From an optimization exercise on the open Yosys and OpenROAD flow, aimed at small area; shortcuts taken in it are not production practice.
The RTL was checked by simulation tests, not by an equivalence proof against the original design.
Power is estimated from default activity; no workload was simulated.

==> build 10: inputs <==
==> flow/design.v (excerpt) <==
module ADPLL #(
    parameter PW=32, DW=12, AW=10
)(
    input wire clk, rst,     
    input wire signed [DW-1:0] in,
    input wire signed [PW-1:0] base_freq,
    output logic signed [DW-1:0] sin, cos,
    output logic signed [PW-1:0] freq
);
    logic signed [DW-1:0] mix;
    wire [DW-1:0] mix_n;
    MixMul mul(in, sin, mix_n);
    always_ff@(posedge clk) begin
        mix <= mix_n;
    end
    logic [5:0] lo;
    logic [3:0] hi;
    logic c125, c62, init;
    wire strobe = (hi == 4'd9) && (lo == 6'd39);
    wire en_62k5 = strobe & c125 & c62;
    always_ff@(posedge clk) begin
        if(rst) begin
            lo <= '0; hi <= '0; c125 <= 1'b0; c62 <= 1'b0; init <= 1'b1;
        end
        else begin
            lo <= (lo == 6'd39) ? 6'd0 : lo + 1'b1;
            if(lo == 6'd39) hi <= (hi == 4'd9) ? 4'd0 : hi + 1'b1;
            if(strobe) begin
                c125 <= ~c125;
                if(c125) c62 <= ~c62;
                init <= 1'b0;
            end
        end
    end
    wire [10:0] cic_f, y1, y3, y3_prev;
    wire [8:0] y2;
    CicDownSampler2 cicDs(clk, rst, init, hi, lo, mix, cic_f);
    wire arm3 = !init && !c125 && !c62 && (hi == 4'd0) && (lo == 6'd1);
    wire arm2 = !init && !c125 && (hi == 4'd3) && (lo == 6'd0);
    wire arm1 = !init && (hi == 4'd4) && (lo == 6'd10);
    wire run1, run2, run3, en1, en2, en3, ng1, ng2, ng3;
    wire [3:0] sh1, sh2, sh3;
    wire [11:0] xsel = ({12{run1}} & {cic_f, 1'b0}) | ({12{run2}} & {y1, 1'b0})
                     | ({12{run3}} & {y2, 3'b000});
    wire signed [11:0] xs = xsel;
    wire [3:0] sh = sh1 | sh2 | sh3;
    wire [11:0] term = (en1 | en2 | en3) ? 12'(xs >>> sh) : 12'd0;
    FIR_Kaiser_25Taps_LP_0d125 fir3(clk, init, arm3, term[10:0], run3, en3, sh3, ng3, pr, y3, y3_prev);
    FIR_Kaiser_17Taps_LP_0d500 fir2(clk, init, arm2, c62, term, run2, en2, sh2, ng2, y2);
  ...
make LEC_CHECK=0 CAP_MARGIN=20 CORE_MARGIN=2 CORE_UTILIZATION=65 CTS_BUF_LIST='sky130_fd_sc_hd__clkbuf_4 sky130_fd_sc_hd__clkbuf_8' PLACE_DENSITY=0.75 SLEW_MARGIN=20 SYNTH_MEMORY_MAX_BITS=16384 finish   # period 10.0 ns
run.sh (not shown) runs the stock make flow with config.mk's settings and CLKGATE_MAP_FILE= SYNTH_SCRIPT=/design/flow/synth_recipe.tcl, a recipe that flattens the netlist after the stock synthesis.
==> build 77 (differences from build 10) <==
CORE_UTILIZATION = 40   (was 65)
CTS_BUF_LIST = default   (was sky130_fd_sc_hd__clkbuf_4 sky130_fd_sc_hd__clkbuf_8)
PLACE_DENSITY = default   (was 0.75)
==> trial 12 (differences from build 10) <==
--- a/flow/design.v
+++ b/flow/design.v
@@ -293,11 +293,10 @@
     input wire [10:0] Term,        
     output wire Run,
     output logic En,
     output logic [3:0] Sh,
     output logic Ng,
-    input wire Shr,                
     output logic [10:0] Out,       
     output logic [10:0] Prev       
 );
     wire [10:0] head;
     wire [4:0] phase;
@@ -368,13 +367,10 @@
         end
         else if(Run &&  pass == 2'd0 && phase == 5'd0) begin
             Out <= head;
             Prev <= Out;
         end
-        else if(Shr) begin
-            Prev <= {Prev[10], Prev[10:1]};
-        end
     end
 endmodule
 module OrthDDS (
     input wire clk, rst,
     input wire [31:0] freq,
@@ -457,84 +453,37 @@
     wire [11:0] xsel = ({12{run1}} & {cic_f, 1'b0}) | ({12{run2}} & {y1, 1'b0})
                      | ({12{run3}} & {y2, 3'b000});
     wire signed [11:0] xs = xsel;
     wire [3:0] sh = sh1 | sh2 | sh3;
     wire [11:0] term = (en1 | en2 | en3) ? 12'(xs >>> sh) : 12'd0;
-    FIR_Kaiser_25Taps_LP_0d125 fir3(clk, init, arm3, term[10:0], run3, en3, sh3, ng3, pr, y3, y3_prev);
+    FIR_Kaiser_25Taps_LP_0d125 fir3(clk, init, arm3, term[10:0], run3, en3, sh3, ng3, y3, y3_prev);
     FIR_Kaiser_17Taps_LP_0d500 fir2(clk, init, arm2, c62, term, run2, en2, sh2, ng2, y2);
     FIR_Kaiser_13Taps_LP_0d500 fir1(clk, init, arm1, c125, term, run1, en1, sh1, ng1, y1);
-    logic pr;
-    logic [5:0] j;
+    logic signed [14:0] xp;
+    logic signed [7:0] xi;
+    logic signed [32:0] x_acc;
+    wire signed [10:0] y3s = y3_prev;
+    wire signed [24:0] xp_prod = y3s * 25'sd10737;
+    wire signed [17:0] xi_prod = y3s * 18'sd69;
+    wire signed [33:0] xi_sum = x_acc + xi;
     always_ff@(posedge clk) begin
-        if(init) begin
-            pr <= 1'b0;
-            j <= '0;
-        end
-        else if(c125 && c62 && hi == 4'd8 && lo == 6'd37) begin
-            pr <= 1'b1;
-            j <= '0;
-        end
-        else if(pr) begin
-            j <= j + 1'b1;
-            if(j == 6'd42) pr <= 1'b0;
-        end
-    end
-    wire st = pr & y3_prev[0];
-    logic [12:0] dl;
-    logic [2:0] mc;
-    logic [1:0] nc;
-    wire [3:0] msum = dl[12] + dl[10] + dl[8] + !dl[3] + st + mc;
-    wire [2:0] nsum = dl[5] + dl[1] + st + nc;
-    always_ff@(posedge clk) begin
-        dl <= {dl[11:0], st};
-        mc <= pr ? msum[3:1] : 3'd1;
-        nc <= pr ? nsum[2:1] : 2'd0;
-    end
-    logic [39:0] xr;
-    logic [31:0] psh;
-    logic [31:0] p;
-    logic pc, xc, nzr, s31, ovp, ovn;
-    wire upd = pr && j >= 6'd10;
-    wire xh = xr[0];
-    wire pb = msum[0] ^ xh ^ pc;
-    wire xb = nsum[0] ^ xh ^ xc;
-    wire clampw = (ovp | ovn) && ((hi == 4'd0 && lo >= 6'd8) || (hi == 4'd1 && lo == 6'd0));
-    wire cbit = (lo == 6'd39) || (ovn && lo == 6'd0);
-    always_ff@(posedge clk) begin
-        xr <= {init ? 1'b0 : upd ? xb : clampw ? cbit : xh, xr[39:1]};
-        psh <= {pb, psh[31:1]};
-        if(upd) begin
-            pc <= (msum[0] & xh) | (msum[0] & pc) | (xh & pc);
-            xc <= (nsum[0] & xh) | (nsum[0] & xc) | (xh & xc);
-        end
-        else begin
-            pc <= 1'b0;
-            xc <= 1'b0;
-        end
-        if(upd && j <= 6'd40) nzr <= nzr | xb;
-        else if(!pr) nzr <= 1'b0;
-        if(j == 6'd41) s31 <= xb;
-        if(init) begin
-            ovp <= 1'b0;
-            ovn <= 1'b0;
-        end
-        else if(pr && j == 6'd42) begin
-            ovp <= !xb & s31 & nzr;
-            ovn <= xb & !s31;
-        end
-        else if(hi == 4'd1 && lo == 6'd1) begin
-            ovp <= 1'b0;
-            ovn <= 1'b0;
+        if(rst) begin
+            xp <= '0;
+            xi <= '0;
+            x_acc <= '0;
+        end
+        else if(en_62k5) begin
+            xp <= xp_prod[24:10];
+            xi <= xi_prod[17:10];
+            if(xi_sum > 34'sh080000000) x_acc <= 33'sh080000000;
+            else if(xi_sum < -34'sh080000000) x_acc <= -33'sh080000000;
+            else x_acc <= xi_sum[32:0];
         end
     end
     always_ff@(posedge clk) begin
-        if(rst) p <= '0;
-        else if(en_62k5) p <= {pb, psh[31:1]};
-    end
-    always_ff@(posedge clk) begin
         if(rst) freq <= base_freq;
-        else freq <= base_freq + p;
+        else freq <= base_freq + 32'(xp) + x_acc[31:0];
     end
     OrthDDS theDds(clk, rst, freq, sin, cos);
 endmodule
 module MixMul(
     input wire [11:0] a, b,
CORE_UTILIZATION = 40   (was 65)
CTS_BUF_LIST = default   (was sky130_fd_sc_hd__clkbuf_4 sky130_fd_sc_hd__clkbuf_8)
PLACE_DENSITY = default   (was 0.75)
==> flow_metrics.py <==
metrics = {
    "placement": {
        "detailedPlace.worstSlack_ns": 0.217,
        "cell_count_after_placement": 6492,
    },
    "status": {
        "status": "complete, no violations",
    },
    "final_layout": {
        "fin_util_pct": 45.0,
        "design.seq.count": 987,
        "area.growth.synth_to_final_pct": 12.1,
        "buffers_excl_clock": 148,
    },
    "cts": {
        "worstSkewPairLatency_ns": 0.69,
    },
    "detailed_routing": {
        "m1WireLength_um": 52000,
    },
    "global_route": {
        "use_met1_pct": 24.7,
    },
    "power": {
        "power_frac_clock_pct": 25.9,
    },
    "timing": {
        "share_of_the_clock_period_used_by_the_worst_path_pct": 94.2,
    },
    "synthesis": {
        "synth.mux.area_fraction_pct": 3.63,
        "postSynthAreaPerCell_sq_um": 9.96,
    },
}
# the run above: trial 12

==> flow_metrics.py <==
metrics = {
    "status": {
        "status": "complete, no violations",
    },
    "synthesis": {
        "postSynthAreaPerCell_sq_um": 10.2,
        "synth.mux.area_fraction_pct": 3.76,
    },
    "power": {
        "power_frac_clock_pct": 24.6,
        "switching_power_mw": 5.65,
    },
    "final_layout": {
        "area.growth.synth_to_final_pct": 10.7,
        "design.seq.count": 1065,
        "buffers_excl_clock": 136,
        "layout.cells.most_common": "sky130_fd_sc_hd__dfxtp_1",
        "fin_util_pct": 72.3,
    },
    "global_route": {
        "use_met1_pct": 39.3,
        "use_met3_pct": 5.48,
    },
    "flow_run": {
        "max-cap-violations": 0,
    },
    "detailed_routing": {
        "m1WireLength_um": 46100,
        "number_of_nets_with_antenna_violations_after_routing": 0,
    },
    "timing": {
        "fin_crit_ns": 9.50,
    },
    "cts": {
        "cts_max_level": 4,
        "worstSkewPairLatency_ns": 0.82,
    },
    "placement": {
        "cell_count_after_placement": 5395,
        "detailedPlace.worstSlack_ns": 0.253,
    },
}
# the run above: build 10

==> flow_metrics.py <==
metrics = {
    "placement": {
        "cell_count_after_placement": 5984,
        "detailedPlace.worstSlack_ns": 0.403,
    },
    "power": {
        "switching_share_pct": 36.1,
        "power_frac_clock_pct": 26.4,
    },
    "final_layout": {
        "area.growth.synth_to_final_pct": 13.0,
        "design.seq.count": 1065,
        "fin_util_pct": 45.4,
        "buffers_excl_clock": 151,
    },
    "global_route": {
        "use_met1_pct": 25.0,
    },
    "status": {
        "status": "complete, no violations",
    },
    "synthesis": {
        "synth.mux.area_fraction_pct": 3.76,
        "postSynthAreaPerCell_sq_um": 10.2,
    },
    "timing": {
        "share_of_the_clock_period_used_by_the_worst_path_pct": 94.5,
    },
}
# the run above: build 77

[what the ideal ports hide]
No port has a modelled driver above. Below, the same layouts with a new extraction and two added sets of constraints. Step 1 (the two cells are an assumption about what drives the block):
set clk [get_ports {clk}]
set_driving_cell -lib_cell sky130_fd_sc_hd__clkbuf_16 $clk
set_driving_cell -lib_cell sky130_fd_sc_hd__buf_2 [delete_from_list [all_inputs] $clk]
Step 2 times the ports against the registers' clock, not the clock port: input delays grow and output delays shrink by t, the midpoint of the rising clock arrivals with the driver on. Three values: ideal ports, drivers, drivers and shift; two values: the first two.
| run | t (ns) | setup slack, ns | slew at the worst register clock pin (ns) |
|---|---|---|---|
| build 10 | 0.849 | 0.503 / 0.503 / 0.503 | 0.07 / 0.07 |
| build 77 | 0.736 | 0.549 / 0.549 / 0.549 | 0.08 / 0.08 |
| trial 12 | 0.744 | 0.578 / 0.578 / 0.578 | 0.07 / 0.07 |
After both steps every run listed still meets setup and hold.
